This design comes from an exercise in tuning for small area on the open sky130 flow, not from production work.
RTL that was checked went through simulation tests only; none was proved equivalent to the original.
The flow treats the clock pin as an ideal source, which a real chip does not have.
Power and IR drop assume default switching activity.

==> flow/design.v <==
module ALU(
	input i_clk,
	input i_fetch,
	input i_pass_y,
	input i_first_y,
	input i_second_y,
	input [2:0] i_j,
	input i_window,
	input logic[2:0] i_op,
	input logic[1:0] i_x,
	output logic[7:0] o_result
	);
	logic c;
	logic[2:0] amount;
	logic xp;
	logic[1:0] y;
	logic c1;
	logic c2;
	logic[1:0] r;
	logic[1:0] xs;
	logic[7:0] left;
	logic[7:0] right;
	wire pass_x = i_window && !i_j[2];
	wire shift_op = i_op[2] & (i_op[1] | i_op[0]);
	wire cin = pass_x && i_j[1:0] == 0 ? i_op[0] : c;
	wire[1:0] x = pass_x ? i_x : 2'b00;
	always_comb begin
		y = o_result[1:0] ^ {2{i_op[0]}};
		c1 = (x[0] & y[0]) | (cin & (x[0] ^ y[0]));
		c2 = (x[1] & y[1]) | (c1 & (x[1] ^ y[1]));
		xs = amount[0] ? {x[0], i_j == 0 ? 1'b0 : xp} : x;
		case(i_op)
			0, 1: r = x ^ y ^ {c1, cin};
			2: r = x & o_result[1:0];
			3: r = ~(x | o_result[1:0]);
			4: r = x ^ o_result[1:0];
			default: r = c ? 2'b00 : xs;
		endcase
		case(amount[2:1])
			0: left = 8'b00001111;
			1: left = 8'b00000111;
			2: left = 8'b00000011;
			default: left = 8'b00000001;
		endcase
		case(amount)
			0: right = 8'b00001111;
			1, 2: right = 8'b00011110;
			3, 4: right = 8'b00111100;
			5, 6: right = 8'b01111000;
			default: right = 8'b11110000;
		endcase
	end
	wire take = i_window && (shift_op ? (i_op[1] ? right[i_j] : left[i_j]) : !i_j[2]);
	always_ff @(posedge i_clk)
		xp <= x[1];
	always_ff @(posedge i_clk)
		if(i_fetch)
			o_result <= {i_x, o_result[7:2]};
		else if(i_pass_y) begin
			o_result <= {shift_op ? 2'b00 : i_x, o_result[7:2]};
			if(i_first_y) begin
				c <= 1'b0;
				amount[1:0] <= i_x;
			end else if(i_second_y) begin
				c <= i_x[1];
				amount[2] <= i_x[0];
			end else
				c <= c | i_x[1] | i_x[0];
		end else begin
			if(take)
				o_result <= {r, o_result[7:2]};
			if(pass_x && !shift_op)
				c <= c2;
		end
endmodule
module debounce(
	input i_clk,
	input i_rst,
	input [WIDTH - 1:0] i_btn,
	output [WIDTH - 1:0] o_events,
	output [WAIT - 1:0] o_counter
	);
	parameter WIDTH = 1;
	parameter WAIT = 4;
	logic[WAIT - 1:0] counter;
	logic[WIDTH - 1:0] debounced;
	logic[WIDTH - 1:0] events;
	always_ff @(posedge i_clk)
		if(i_rst)
		begin
			debounced <= '0;
			counter <= '0;
		end else
		begin
			if(counter == 2)
			begin
				debounced <= i_btn;
				events <= debounced & ~i_btn;
			end
			counter <= counter - 1'b1;
		end
	assign o_events = events;
	assign o_counter = counter;
endmodule
module top(
	input i_clk,
	input i_rst,
	input [10:0] i_btn,
	output [11:0] o_led
	);
	typedef enum logic[2:0] {S_OP, S_REG_SEL, S_REG_EDIT, S_X_REG_SEL, S_Y_REG_SEL, S_RES_REG_SEL, S_RES} states;
	states state;
	logic[2:0] op;
	logic[2:0] x_reg;
	logic[2:0] y_reg;
	logic[2:0] res_reg;
	logic[2:0] sel_reg;
	logic[7:0] rings[8];
	logic clearing;
	logic[7:0] shown_reg;
	logic[7:0] shown;
	wire[10:0] ev_held;
	wire[3:0] cnt;
	wire[7:0] alu_out;
	debounce #(11, 4) debouncer0(i_clk, i_rst, i_btn, ev_held, cnt);
	wire pending = cnt == 13 && !clearing;
	wire[10:0] ev = ev_held & {11{pending}};
	wire[1:0] ph = 2'(2'd1 - cnt[1:0]);
	logic ahead;
	logic behind;
	logic pass_y;
	logic window;
	logic[2:0] j;
	always_comb begin
		ahead = 1'b0;
		behind = 1'b0;
		pass_y = 1'b0;
		window = 1'b1;
		j = 3'(4'd5 - cnt);
		case(cnt)
			1, 0, 15, 14: ahead = 1'b1;
			12, 11, 10, 9: behind = 1'b1;
			default: ;
		endcase
		case(cnt)
			9, 8, 7, 6: pass_y = 1'b1;
			default: ;
		endcase
		case(cnt)
			13, 12, 11, 10, 9, 8, 7, 6: window = 1'b0;
			default: ;
		endcase
	end
	wire edit = state == S_REG_EDIT;
	wire in_res = state == S_RES;
	wire[7:0] edit_ev = edit ? ev[7:0] : 8'b0;
	wire store = in_res & ev_held[10];
	wire selecting = state == S_OP || state == S_REG_SEL;
	wire[2:0] addr = selecting ? sel_reg ^ (state == S_REG_SEL ? ev_held[2:0] : 3'b0) :
		pass_y ? y_reg : x_reg;
	wire[1:0] shown_pair = shown_reg[2 * ph +: 2];
	wire[1:0] tap = rings[addr][1:0];
	wire[1:0] operand = in_res && addr == res_reg ? shown_pair : tap;
	ALU alu0(i_clk, selecting && ahead, pass_y, cnt == 9, cnt == 8, j, window, op, operand, alu_out);
	wire we = (ahead & store) | (behind & (edit | state == S_REG_SEL));
	wire[2:0] waddr = in_res ? res_reg : sel_reg;
	wire[1:0] wdata = clearing ? 2'b00 : shown_pair;
	always_ff @(posedge i_clk)
		for(int i = 0; i < 8; i++)
			rings[i] <= {clearing || (we && waddr == i) ? wdata : rings[i][1:0], rings[i][7:2]};
	always_ff @(posedge i_clk)
		if(i_rst)
			clearing <= 1'b1;
		else if(cnt == 13)
			clearing <= 1'b0;
	always_ff @(posedge i_clk)
		if(pending && (selecting || state == S_RES_REG_SEL || store))
			shown_reg <= alu_out;
		else
			shown_reg <= shown_reg ^ edit_ev;
	always_ff @(posedge i_clk)
	begin
		if(i_rst) begin
			state <= S_OP;
			op <= '0;
			x_reg <= '0;
			y_reg <= '0;
			res_reg <= '0;
			sel_reg <= '0;
		end else
		case(state)
			S_OP: begin
				op <= op ^ ev[2:0];
				if(ev[8])
					state <= S_REG_SEL;
			end
			S_REG_SEL: begin
				sel_reg <= sel_reg ^ ev[2:0];
				if(ev[8])
					state <= S_X_REG_SEL;
				if(ev[9])
					state <= S_REG_EDIT;
			end
			S_REG_EDIT: begin
				if(ev[9])
					state <= S_REG_SEL;
			end
			S_X_REG_SEL: begin
				x_reg <= x_reg ^ ev[2:0];
				if(ev[8])
					state <= S_Y_REG_SEL;
			end
			S_Y_REG_SEL: begin
				y_reg <= y_reg ^ ev[2:0];
				if(ev[8])
					state <= S_RES_REG_SEL;
			end
			S_RES_REG_SEL: begin
				res_reg <= res_reg ^ ev[2:0];
				if(ev[8])
					state <= S_RES;
			end
			default: begin
				if(ev[8])
					state <= S_OP;
			end
		endcase
	end
	always_comb
		case(state)
			S_OP: shown = {5'b0, op};
			S_REG_SEL: shown = {5'b0, sel_reg};
			S_X_REG_SEL: shown = {5'b0, x_reg};
			S_Y_REG_SEL: shown = {5'b0, y_reg};
			S_RES_REG_SEL: shown = {5'b0, res_reg};
			default: shown = shown_reg ^ edit_ev;
		endcase
	assign o_led = {1'b0, state, ~shown};
endmodule
Settings: LEC_CHECK=0, ABC_AREA=1, CAP_MARGIN=20, CORE_MARGIN=2, CORE_UTILIZATION=55, SLEW_MARGIN=20; clock period 10.0 ns.
standard.sh (not shown) runs the stock make flow with config.mk's settings and CLKGATE_MAP_FILE= SYNTH_SCRIPT=/design/flow/synth_recipe.tcl, a recipe that flattens the netlist after the stock synthesis.
==> flow/flow/run.sh <==
#!/bin/bash
# The standard layout, with the ports buffered by the smallest buffer and the
# registers' clock pins split into eight groups by position, each behind a
# clkbuf_8 (flow/cluster_clock.tcl); CTS builds the tree above them, without
# dummy loads.
set -euo pipefail
export BUFFER_PORTS_ARGS="-buffer_cell sky130_fd_sc_hd__buf_1"
export PRE_CTS_TCL="$PWD/flow/cluster_clock.tcl"
export CTS_ARGS="-clk_nets i_clk -sink_clustering_enable -repair_clock_nets -buf_list sky130_fd_sc_hd__clkbuf_8 -dont_use_dummy_load"
bash standard.sh > standard.log 2>&1
Other scripts of this flow, unchanged in this note and not shown: flow/flow/cluster_clock.tcl
==> next run, changes <==
--- a/flow/design.v
+++ b/flow/design.v
@@ -78,5 +78,6 @@
 	input i_rst,
 	input [WIDTH - 1:0] i_btn,
-	output [WIDTH - 1:0] o_events,
+	input i_edit,
+	output [8:0] o_events,
 	output [WAIT - 1:0] o_counter
 	);
@@ -85,19 +86,17 @@
 	logic[WAIT - 1:0] counter;
 	logic[WIDTH - 1:0] debounced;
-	logic[WIDTH - 1:0] events;
+	logic[8:0] events;
+	wire[WIDTH - 1:0] released = debounced & ~i_btn;
+	always_ff @(posedge i_clk)
+		if(counter == 2) begin
+			debounced <= i_btn;
+			events <= {released[9], released[7:5],
+				i_edit ? released[4:3] : {released[10], released[8]}, released[2:0]};
+		end
 	always_ff @(posedge i_clk)
 		if(i_rst)
-		begin
-			debounced <= '0;
 			counter <= '0;
-		end else
-		begin
-			if(counter == 2)
-			begin
-				debounced <= i_btn;
-				events <= debounced & ~i_btn;
-			end
+		else
 			counter <= counter - 1'b1;
-		end
 	assign o_events = events;
 	assign o_counter = counter;
@@ -120,10 +119,13 @@
 	logic[7:0] shown_reg;
 	logic[7:0] shown;
-	wire[10:0] ev_held;
+	wire[8:0] ev_held;
+	logic first;
 	wire[3:0] cnt;
 	wire[7:0] alu_out;
-	debounce #(11, 4) debouncer0(i_clk, i_rst, i_btn, ev_held, cnt);
-	wire pending = cnt == 13 && !clearing;
-	wire[10:0] ev = ev_held & {11{pending}};
+	wire edit = state == S_REG_EDIT;
+	debounce #(11, 4) debouncer0(i_clk, i_rst, i_btn, edit, ev_held, cnt);
+	wire pending = cnt == 13 && !first;
+	wire[8:0] ev_p = ev_held & {9{pending}};
+	wire[10:0] ev = {ev_p[4], ev_p[8], ev_p[3], ev_p[7:0]};
 	wire[1:0] ph = 2'(2'd1 - cnt[1:0]);
 	logic ahead;
@@ -152,8 +154,7 @@
 		endcase
 	end
-	wire edit = state == S_REG_EDIT;
 	wire in_res = state == S_RES;
-	wire[7:0] edit_ev = edit ? ev[7:0] : 8'b0;
-	wire store = in_res & ev_held[10];
+	wire[7:0] edit_ev = edit ? ev_p[7:0] : 8'b0;
+	wire store = in_res & ev_held[4];
 	wire selecting = state == S_OP || state == S_REG_SEL;
 	wire[2:0] addr = selecting ? sel_reg ^ (state == S_REG_SEL ? ev_held[2:0] : 3'b0) :
@@ -170,8 +171,11 @@
 			rings[i] <= {clearing || (we && waddr == i) ? wdata : rings[i][1:0], rings[i][7:2]};
 	always_ff @(posedge i_clk)
-		if(i_rst)
+		if(i_rst) begin
 			clearing <= 1'b1;
-		else if(cnt == 13)
+			first <= 1'b1;
+		end else if(cnt == 13) begin
 			clearing <= 1'b0;
+			first <= clearing;
+		end
 	always_ff @(posedge i_clk)
 		if(pending && (selecting || state == S_RES_REG_SEL || store))
Effect: The changed run ran to the end with no violations; utilization climbs by 0.54 points; first-iteration DRC count drops by 13%; fmax is lower by 3.8%; final area grows by 1.4%; total power rose by 26%.
For the second run of this note, only the layout was checked, not whether the RTL still works.

## afterwards: timing with drivers on the ports
Ports are ideal in the flow. The routed layouts listed here were re-timed in OpenROAD.
Step 1: set_driving_cell puts a clkbuf_16 on i_clk and a buf_2 on each other input, an assumption about the parent block.
Step 2, shift: input delay + t, output delay - t, t = (earliest + latest rising clock arrival at the registers) / 2. This alone moves slack from input paths to output paths.
Slacks: ideal / step 1 / step 2; pairs: ideal / step 1.
| run | t, ns | slack for setup (ns) | slew at the worst register clock pin (ns) | cell pins on the clock port's net |
|---|---|---|---|---|
| the first run | 0.469 | 4.737 / 4.703 / 5.171 | 0.11 / 0.11 | 1 |
| the second run | 0.472 | 4.532 / 4.499 / 4.971 | 0.11 / 0.11 | 1 |
After both steps setup and hold are still met in every run listed.
